Source: an optimization exercise on an open RTL-to-GDS flow (aim: small area, a short achievable clock period and few clock cycles). Production flows keep margins and buffers that such runs may drop.
The RTL was checked by simulation tests, not by an equivalence proof against the original design.
No driver is modelled on the clock port, so clocking that relies on it looks cheaper here than on a real chip.
Power is estimated from default activity; no workload was simulated.

job 8376:
## RISC_V
module RISC_V(clk, rst, mem_addr, mem_wdata, mem_we, mem_rdata);
Settings: LEC_CHECK=0, ABC_AREA=1, CAP_MARGIN=20, CORE_MARGIN=2, CORE_UTILIZATION=40, PLACE_DENSITY=0.7, SETUP_SLACK_MARGIN=4.4, SLEW_MARGIN=20; clock period 8.0 ns.
standard.sh (not shown) runs the stock make flow with config.mk's settings and CLKGATE_MAP_FILE= SYNTH_SCRIPT=/design/flow/synth_recipe.tcl, a recipe that flattens the netlist after the stock synthesis.
==> flow/flow/run.sh <==
#!/bin/bash
# The standard layout (standard.sh) with three changes:
# - synthesis leaves adders to ABC instead of mapping them onto the
#   library's full/half-adder cells (ADDER_MAP_FILE empty); the registers
#   are the standard synthesis's;
# - plain buffers on the ports (buffer_ports otherwise picks delay cells);
# - after the post-CTS timing repair, a downsizing pass that keeps the setup slack at or above SETUP_SLACK_MARGIN.
# Full tool output goes to standard.log.
set -e
export FLOW_FLOW_DIR=$PWD/flow
export ADDER_MAP_FILE=
export BUFFER_PORTS_ARGS="-buffer_cell sky130_fd_sc_hd__buf_1"
export POST_CTS_TCL=$FLOW_FLOW_DIR/post_cts.tcl
bash standard.sh > standard.log 2>&1
==> flow/flow/post_cts.tcl <==
# After CTS and its timing repair: give back the drive strength that repair
# added where the setup slack stays at or above the repair margin, then
# legalize the placement again.
source $::env(FLOW_FLOW_DIR)/area_recover.tcl
area_recover $::env(SETUP_SLACK_MARGIN)
detailed_placement
check_placement -verbose
Other scripts of this flow, unchanged in this note and not shown: flow/flow/area_recover.tcl
Testbench counts of job 8376, summed over its fixed seeds: cycles 40,390.
The inputs of job 2670 differ from those of job 8376 as listed below.
Settings: PLACE_DENSITY: 0.7 -> unset; SETUP_SLACK_MARGIN: 4.4 -> 4.6.
[summary]
- Relative to job 8376, final design area excluding fillers increased by 670 um2 in job 2670.
- When job 2670 is measured against job 8376, its measured slew at the worst slew-check pin turns out 0.33 ns lower.
- Job 2670 went all the way through synthesis, placement and routing and the layout is clean on timing, DRC and antenna.
- Ratio of final minimum period to clock period in job 2670 vs job 8376: down 1.6 points
- The total of clock buffers placed in the layout number comes out lower for job 8376 vs job 2670.
- After detailed routing, job 8376 needs less wire than job 2670.
- Taking job 8376 as the reference point, the via count of job 2670 rises by 1.6%.
- On horizontal die dimension, job 2670 tracks job 8376 almost exactly.
- Compared with job 8376, job 2670 shows a combinational share of power that is 2.8 points higher.
- Comparing job 2670 and job 8376, setup slack at placement is lower on job 8376.
- Job 8376 has a higher initial detailed-routing violation count than job 2670.
- Minimum period implied by the final worst setup slack was higher in job 8376 than in job 2670.
Edits applied to the flow inputs when going from job 2670 to job 9072:
--- a/flow/flow/run.sh
+++ b/flow/flow/run.sh
@@ -2 +2 @@
-# The standard layout (standard.sh) with three changes:
+# The standard layout (standard.sh) with these changes:
@@ -5,0 +6,2 @@
+# - adders' carry logic is yosys's own (SYNTH_OPERATIONS_ARGS replaces the
+#   Kogge-Stone extra map that ORFS adds by default);
@@ -7 +9,2 @@
-# - after the post-CTS timing repair, a downsizing pass that keeps the setup slack at or above SETUP_SLACK_MARGIN.
+# - after the post-CTS timing repair, a downsizing pass (flow/area_recover.tcl)
+#   that keeps the setup slack at or above SETUP_SLACK_MARGIN.
@@ -11,0 +15 @@
+export SYNTH_OPERATIONS_ARGS=-noshare
--- a/flow/flow/post_cts.tcl
+++ b/flow/flow/post_cts.tcl
@@ -2,2 +2,3 @@
-# added where the setup slack stays at or above the repair margin, then
-# legalize the placement again.
+# added where the setup slack stays at or above the repair margin (two
+# passes, as one downsizing can make room for another), then legalize the
+# placement again.
@@ -4,0 +6 @@
+area_recover $::env(SETUP_SLACK_MARGIN)
==> comparison <==
Row synthesized cell count: job 9072 lower / job 2670 higher. The via count of job 9072 falls short of that of job 2670 by about 6%. Between job 2670 and job 9072, the multi-input combinational area share is lower for job 9072. From job 2670 to job 9072 the numbers moved as follows: non-clock buffer count higher, die area lower. Job 9072 — overall global routing resource usage 1.0 points higher, job 2670 as reference. Summary — count of clock-buffer cells in the layout, job 9072 relative to job 2670: lower, by 1. Job 9072 vs job 2670: achievable frequency down by a little under 10%.
The following lists how job 5678 was set up differently from job 9072:
Settings: swapping 4.6 for 4.2 in SETUP_SLACK_MARGIN.
==> comparison <==
Job 5678: done, clean on timing, DRC and antenna
Comparing job 9072 against job 5678, there is no change at all in total inserted antenna cells.
Against job 9072, job 5678 reports a last weighted congestion value of the routability-driven placer that is higher.
Status: cell count after placement parity (job 9072, job 5678)
After detailed routing, job 9072 needs more wire than job 5678.
Fmax: job 5678 lower than job 9072
[compare] base=job 9072 new=job 5678: leakage power shows a reduction of about 8%, placed wire-length estimate after detailed placement did not really move.
The synthesis-to-finish area growth in job 5678 sits 8.3 points below the value recorded for job 9072.
Job 5678 vs job 9072 — power dropped by a little under 10%

-- port drivers added, routing unchanged --
How much do the figures lean on ideal ports? The routed layouts below were timed once more, with nothing changed but the port constraints.
Step 1 (the two cells are an assumption about what drives the block):
set clk [get_ports {clk}]
set_driving_cell -lib_cell sky130_fd_sc_hd__clkbuf_16 $clk
set_driving_cell -lib_cell sky130_fd_sc_hd__buf_2 [delete_from_list [all_inputs] $clk]
Step 2 adds t to the input delays and takes it off the output delays; t is the mean of the earliest and latest rising clock arrival at the registers after step 1. Input paths then give back, and output paths get back, about the clock's delay inside the block.
Slacks: ideal ports / drivers / drivers and shift; pairs: ideal ports / drivers.
run | t, ns | setup WS [ns] | clock arrival spread, ns | worst data-port slew with drivers (ns) | cell pins on the clock port's net
job 8376 | 0.483 | 4.486 / 4.486 / 4.099 | 0.029 / 0.029 | 0.03 | 1
job 2670 | 0.483 | 4.614 / 4.629 / 4.145 | 0.021 / 0.021 | 0.06 | 1
job 9072 | 0.483 | 4.348 / 4.365 / 3.882 | 0.038 / 0.038 | 0.05 | 1
job 5678 | 0.481 | 4.283 / 4.231 / 3.870 | 0.031 / 0.031 | 0.05 | 1
After both steps every run listed still meets setup and hold. For job 2670, which loses most, drivers alone change the setup slack by +0.015 ns; drivers and shift together by -0.469 ns.
